From an optimization exercise on the open Yosys and OpenROAD flow, aimed at small area; shortcuts taken in it are not production practice.
Function was checked by simulation only, so behaviour that the tests miss may differ from the original.
No activity file was given, so power comes from the tool's default toggle rates.

==> run a: inputs <==
## udma_adc_rx_top
module udma_adc_rx_top #(
  parameter L2_AWIDTH_NOAL  = 12,
  parameter UDMA_TRANS_SIZE = 16,
  parameter TRANS_SIZE      = 16,
  parameter ADC_DATA_WIDTH  = 32,
  parameter ADC_NUM_CHS     = 8,
  parameter CH_ID_LSB       = 28,
  parameter CH_ID_WIDTH     = 4  )
(
  input  logic                      sys_clk_i,
  input  logic                      rst_ni,
  input  logic               [31:0] cfg_data_i,
  input  logic                [7:0] cfg_addr_i,
  input  logic                      cfg_valid_i,
  input  logic                      cfg_rwn_i,
  output logic               [31:0] cfg_data_o,
  output logic                      cfg_ready_o,
  output logic [ADC_NUM_CHS-1:0] [L2_AWIDTH_NOAL-1:0] cfg_rx_startaddr_o,
  output logic [ADC_NUM_CHS-1:0][UDMA_TRANS_SIZE-1:0] cfg_rx_size_o,
  output logic [ADC_NUM_CHS-1:0]                      cfg_rx_continuous_o,
  output logic [ADC_NUM_CHS-1:0]                      cfg_rx_en_o,
  output logic [ADC_NUM_CHS-1:0]                      cfg_rx_clr_o,
  input  logic [ADC_NUM_CHS-1:0]                      cfg_rx_en_i,
  input  logic [ADC_NUM_CHS-1:0]                      cfg_rx_pending_i,
  input  logic [ADC_NUM_CHS-1:0] [L2_AWIDTH_NOAL-1:0] cfg_rx_curr_addr_i,
  input  logic [ADC_NUM_CHS-1:0][UDMA_TRANS_SIZE-1:0] cfg_rx_bytes_left_i,
  output logic [ADC_NUM_CHS-1:0]                [1:0] data_rx_datasize_o,
  output logic [ADC_NUM_CHS-1:0]               [31:0] data_rx_o,
  output logic [ADC_NUM_CHS-1:0]                      data_rx_valid_o,
  input  logic [ADC_NUM_CHS-1:0]                      data_rx_ready_i,
  input  logic                      adc_rx_valid_async_i,
  output logic                      adc_rx_valid_sync_o,
  input  logic [ADC_DATA_WIDTH-1:0] adc_rx_data_i,
  output logic [ADC_DATA_WIDTH-1:0] adc_rx_data_reg_o
);
  logic [2:0] reg_sel;
  logic [2:0] ch_sel;
  logic       ch_ok;       
  logic       wr;
  assign reg_sel = cfg_addr_i[2:0];
  ...
export LEC_CHECK = 0
export ABC_AREA = 1
export CAP_MARGIN = 0
export CORE_AREA = 5 5 311 311
export DIE_AREA = 0 0 316 316
export SLEW_MARGIN = 0
create_clock -name core_clock -period 10.0 [get_ports {sys_clk_i}]
standard.sh (not shown) runs the stock make flow with config.mk's settings and CLKGATE_MAP_FILE= SYNTH_SCRIPT=/design/flow/synth_recipe.tcl, a recipe that flattens the netlist after the stock synthesis.
==> flow/flow/run.sh <==
#!/bin/bash
# Own layout flow: the standard flow with
#  - synthesis as standard.sh's, but with an area-oriented ABC mapping script
#    (flow/area.abc) in place of ORFS's, and the read multiplexer mapped by
#    hand (flow/rdmux_cells.v, made by gen/gen_rdmux.py), and the sample
#    register's load multiplexers as o22a cells (flow/synth_wrap.tcl);
#  - port buffers made of the smallest buffer cell;
#  - a clock tree of small buffers without dummy loads;
#  - one tie cell per constant instead of one per constant output.
# Output of make goes to flow_make.log; ORFS keeps each step's full log
# under orfs/logs/.
set -euo pipefail
here=$(pwd)
export FLOW_ABC_SCRIPT="$here/flow/area.abc"
export FLOW_RDMUX_CELLS="$here/flow/rdmux_cells.v"
export FLOW_MUX_MAP="$here/flow/mux_o22a.v"
export BUFFER_PORTS_ARGS="-buffer_cell sky130_fd_sc_hd__buf_1"
export CTS_ARGS="-sink_clustering_enable -repair_clock_nets -dont_use_dummy_load -sink_clustering_size 8 -sink_clustering_max_diameter 80 -buf_list {sky130_fd_sc_hd__clkbuf_4}"
export SKIP_REPAIR_TIE_FANOUT=1
grep -q "SYNTH_SCRIPT=$here/synth_recipe.tcl" standard.sh
sed "s#SYNTH_SCRIPT=$here/synth_recipe.tcl#SYNTH_SCRIPT=$here/flow/synth_wrap.tcl#" standard.sh > own.sh
bash own.sh finish > flow_make.log 2>&1
==> flow/flow/mux_o22a.v <==
// techmap: a 2:1 multiplexer as one o22a cell, (S | A) & (~S | B) = S ? B : A,
// with ~S shared by every multiplexer on the same select.
module \$_MUX_ (A, B, S, Y);
  input A, B, S;
  output Y;
  wire sn;
  \$_NOT_ inv (.A(S), .Y(sn));
  sky130_fd_sc_hd__o22a_1 g (.A1(S), .A2(A), .B1(sn), .B2(B), .X(Y));
endmodule
==> flow/flow/synth_wrap.tcl <==
# Same synthesis as synth_recipe.tcl (ORFS synth.tcl, synth -nofsm -noshare,
# flatten, rename), except that
#  - the ABC mapping script is FLOW_ABC_SCRIPT, an area-oriented one;
#  - the register read multiplexer (module udma_adc_rx_rdmux, no registers)
#    is replaced by its gate-level implementation FLOW_RDMUX_CELLS;
#  - the load multiplexers of the ADC sample register (select r_vld_edge)
#    are mapped to o22a cells sharing one inverted select (FLOW_MUX_MAP).
# Registers are mapped exactly as in the standard synthesis; only the
# combinational mapping differs.
proc synth {args} { yosys synth -nofsm -noshare {*}$args }
set fh [open $::env(SCRIPTS_DIR)/synth.tcl]
set body [read $fh]
close $fh
set hook "source \$::env(SCRIPTS_DIR)/synth_preamble.tcl"
if { [string first $hook $body] < 0 } { error "synth.tcl hook not found" }
set body [string map [list $hook "$hook\nset abc_args \[lreplace \$abc_args 1 1 $::env(FLOW_ABC_SCRIPT)\]"] $body]
set hook "hierarchy -check -top \$::env(DESIGN_NAME)"
if { [string first $hook $body] < 0 } { error "synth.tcl hierarchy hook not found" }
set body [string map [list $hook "delete udma_adc_rx_rdmux\nread_verilog $::env(FLOW_RDMUX_CELLS)\n$hook"] $body]
proc my_map_sample_mux {} {
  select -set sample_mux {w:r_vld_edge} {%co1:+[S]} {t:$_MUX_} %i
  techmap -map $::env(FLOW_MUX_MAP) {@sample_mux}
  opt_merge
  select -clear
}
set hook "log_cmd abc {*}\$abc_args"
if { [string first $hook $body] < 0 } { error "synth.tcl abc hook not found" }
set body [string map [list $hook "my_map_sample_mux\n$hook"] $body]
eval $body
# left out here: clear keep_hierarchy, flatten, clean up, hide names made inside functions, write 1_2_yosys.v
Other scripts of this flow, unchanged in this note and not shown: flow/flow/area.abc, flow/flow/rdmux_cells.v
==> inputs of run b, as changes to run a <==
==> flow/flow/run.sh (replaced) <==
#!/bin/bash
# Own layout flow: the standard flow with
#  - synthesis as standard.sh's, but with an area-oriented ABC mapping script
#    (flow/area.abc) in place of ORFS's, and the read multiplexer mapped by
#    hand (flow/rdmux_cells.v, made by gen/gen_rdmux.py) (flow/synth_wrap.tcl);
#  - port buffers made of the smallest buffer cell;
#  - a clock tree of small buffers without dummy loads;
#  - one tie cell per constant instead of one per constant output.
# Output of make goes to flow_make.log; ORFS keeps each step's full log
# under orfs/logs/.
set -euo pipefail
here=$(pwd)
export FLOW_ABC_SCRIPT="$here/flow/area.abc"
export FLOW_RDMUX_CELLS="$here/flow/rdmux_cells.v"
export BUFFER_PORTS_ARGS="-buffer_cell sky130_fd_sc_hd__buf_1"
export CTS_ARGS="-sink_clustering_enable -repair_clock_nets -dont_use_dummy_load -sink_clustering_size 8 -sink_clustering_max_diameter 40 -buf_list {sky130_fd_sc_hd__clkbuf_4}"
export SKIP_REPAIR_TIE_FANOUT=1
grep -q "SYNTH_SCRIPT=$here/synth_recipe.tcl" standard.sh
sed "s#SYNTH_SCRIPT=$here/synth_recipe.tcl#SYNTH_SCRIPT=$here/flow/synth_wrap.tcl#" standard.sh > own.sh
bash own.sh finish > flow_make.log 2>&1
==> flow/flow/synth_wrap.tcl (replaced) <==
# Same synthesis as synth_recipe.tcl (ORFS synth.tcl, synth -nofsm -noshare,
# flatten, rename), except that
#  - the ABC mapping script is FLOW_ABC_SCRIPT, an area-oriented one;
#  - the register read multiplexer (module udma_adc_rx_rdmux, no registers)
#    is replaced by its gate-level implementation FLOW_RDMUX_CELLS.
# Registers are mapped exactly as in the standard synthesis; only the
# combinational mapping differs.
proc synth {args} { yosys synth -nofsm -noshare {*}$args }
set fh [open $::env(SCRIPTS_DIR)/synth.tcl]
set body [read $fh]
close $fh
set hook "source \$::env(SCRIPTS_DIR)/synth_preamble.tcl"
if { [string first $hook $body] < 0 } { error "synth.tcl hook not found" }
set body [string map [list $hook "$hook\nset abc_args \[lreplace \$abc_args 1 1 $::env(FLOW_ABC_SCRIPT)\]"] $body]
set hook "hierarchy -check -top \$::env(DESIGN_NAME)"
if { [string first $hook $body] < 0 } { error "synth.tcl hierarchy hook not found" }
set body [string map [list $hook "delete udma_adc_rx_rdmux\nread_verilog $::env(FLOW_RDMUX_CELLS)\n$hook"] $body]
eval $body
# left out here: clear keep_hierarchy, flatten, clean up, hide names made inside functions, write 1_2_yosys.v
--- a/flow/config.mk
+++ b/flow/config.mk
@@ -8,5 +8,5 @@
 export ABC_AREA = 1
 export CAP_MARGIN = 0
-export CORE_AREA = 5 5 311 311
-export DIE_AREA = 0 0 316 316
+export CORE_AREA = 10 10 340 340
+export DIE_AREA = 0 0 350 350
 export SLEW_MARGIN = 0
removed: flow/flow/mux_o22a.v
==> inputs of run c, as changes to run a <==
--- a/flow/flow/run.sh
+++ b/flow/flow/run.sh
@@ -16,5 +16,5 @@
 export FLOW_MUX_MAP="$here/flow/mux_o22a.v"
 export BUFFER_PORTS_ARGS="-buffer_cell sky130_fd_sc_hd__buf_1"
-export CTS_ARGS="-sink_clustering_enable -repair_clock_nets -dont_use_dummy_load -sink_clustering_size 8 -sink_clustering_max_diameter 80 -buf_list {sky130_fd_sc_hd__clkbuf_4}"
+export CTS_ARGS="-sink_clustering_enable -repair_clock_nets -dont_use_dummy_load -sink_clustering_size 8 -sink_clustering_max_diameter 40 -buf_list {sky130_fd_sc_hd__clkbuf_4}"
 export SKIP_REPAIR_TIE_FANOUT=1
 grep -q "SYNTH_SCRIPT=$here/synth_recipe.tcl" standard.sh
==> run summary <==
quantity                                                                          run c               run b               run a
Inserted Diodes                                                                      19                  11                  17
Detailed route wirelength on metal3                                             9.79 mm             8.61 mm             10.2 mm
Final cell area excluding filler cells                                       16600 um^2          16900 um^2          16600 um^2
Worst Hold Launch                                                    r_vld_s1$_DFF_PN0_  r_vld_s0$_DFF_PN0_  r_vld_s1$_DFF_PN0_
Worst stage delay on the critical path                                          1140 ps              930 ps             1150 ps
Proportion of netlist area held by the largest area contributor                   53.0%               52.7%               53.0%
Share of final-layout standard cells stronger than drive strength 1               4.22%               4.66%               3.88%
WL met1                                                                         32.3 mm             35.1 mm             31.8 mm
Pin count of the biggest net entering global routing                                136                 106                 136
Final standard cell count with taps included and fillers excluded                  3288                3505                3279
Antenna violations before repair                                                     13                  22                  16
Vias per Instance                                                                  4.05                3.80                4.05
Sw power                                                                         838 uW              837 uW              832 uW
Die Area                                                                     99900 um^2         123000 um^2          99900 um^2
Status                                                 no timing/DRC/antenna violations  no timing/DRC/antenna violations  no timing/DRC/antenna violations
Maximum vdd ir drop                                                             83.4 uV             95.3 uV             82.6 uV
Avg Cell Area, Syn                                                            9.81 um^2           9.44 um^2           9.81 um^2
Starting Density                                                                  14.3%               12.3%               14.3%
Combined area of all synthesized cells                                       13300 um^2          13400 um^2          13300 um^2
Footprint of the multi-input gates                                            3950 um^2           4050 um^2           3950 um^2
Power density cells                                                         144 nW/um^2         141 nW/um^2         142 nW/um^2

-- what the ideal ports hide --
No port has a modelled driver above. Below, the same layouts with a new extraction and two added sets of constraints. Step 1: set_driving_cell puts a clkbuf_16 on sys_clk_i and a buf_2 on each other input, an assumption about the parent block. Step 2 times the ports against the registers' clock, not the clock port: input delays grow and output delays shrink by t, the midpoint of the rising clock arrivals with the driver on. a / b / c = ideal ports / drivers / drivers and shift; a / b = the first two.
run | t (ns) | slack for setup (ns) | worst setup path at the end | latest minus earliest clock arrival (ns) | cell pins on the clock port's net
run a | 0.760 | 3.020 / 2.972 / 2.972 | input to output | 0.089 / 0.089 | 1
run b | 0.848 | 3.158 / 3.105 / 3.105 | input to output | 0.147 / 0.147 | 1
run c | 0.817 | 3.017 / 2.969 / 2.969 | input to output | 0.178 / 0.178 | 1
After both steps setup and hold are still met in every run listed. For run b, which loses most, drivers alone change the setup slack by -0.053 ns; drivers and shift together by -0.053 ns.
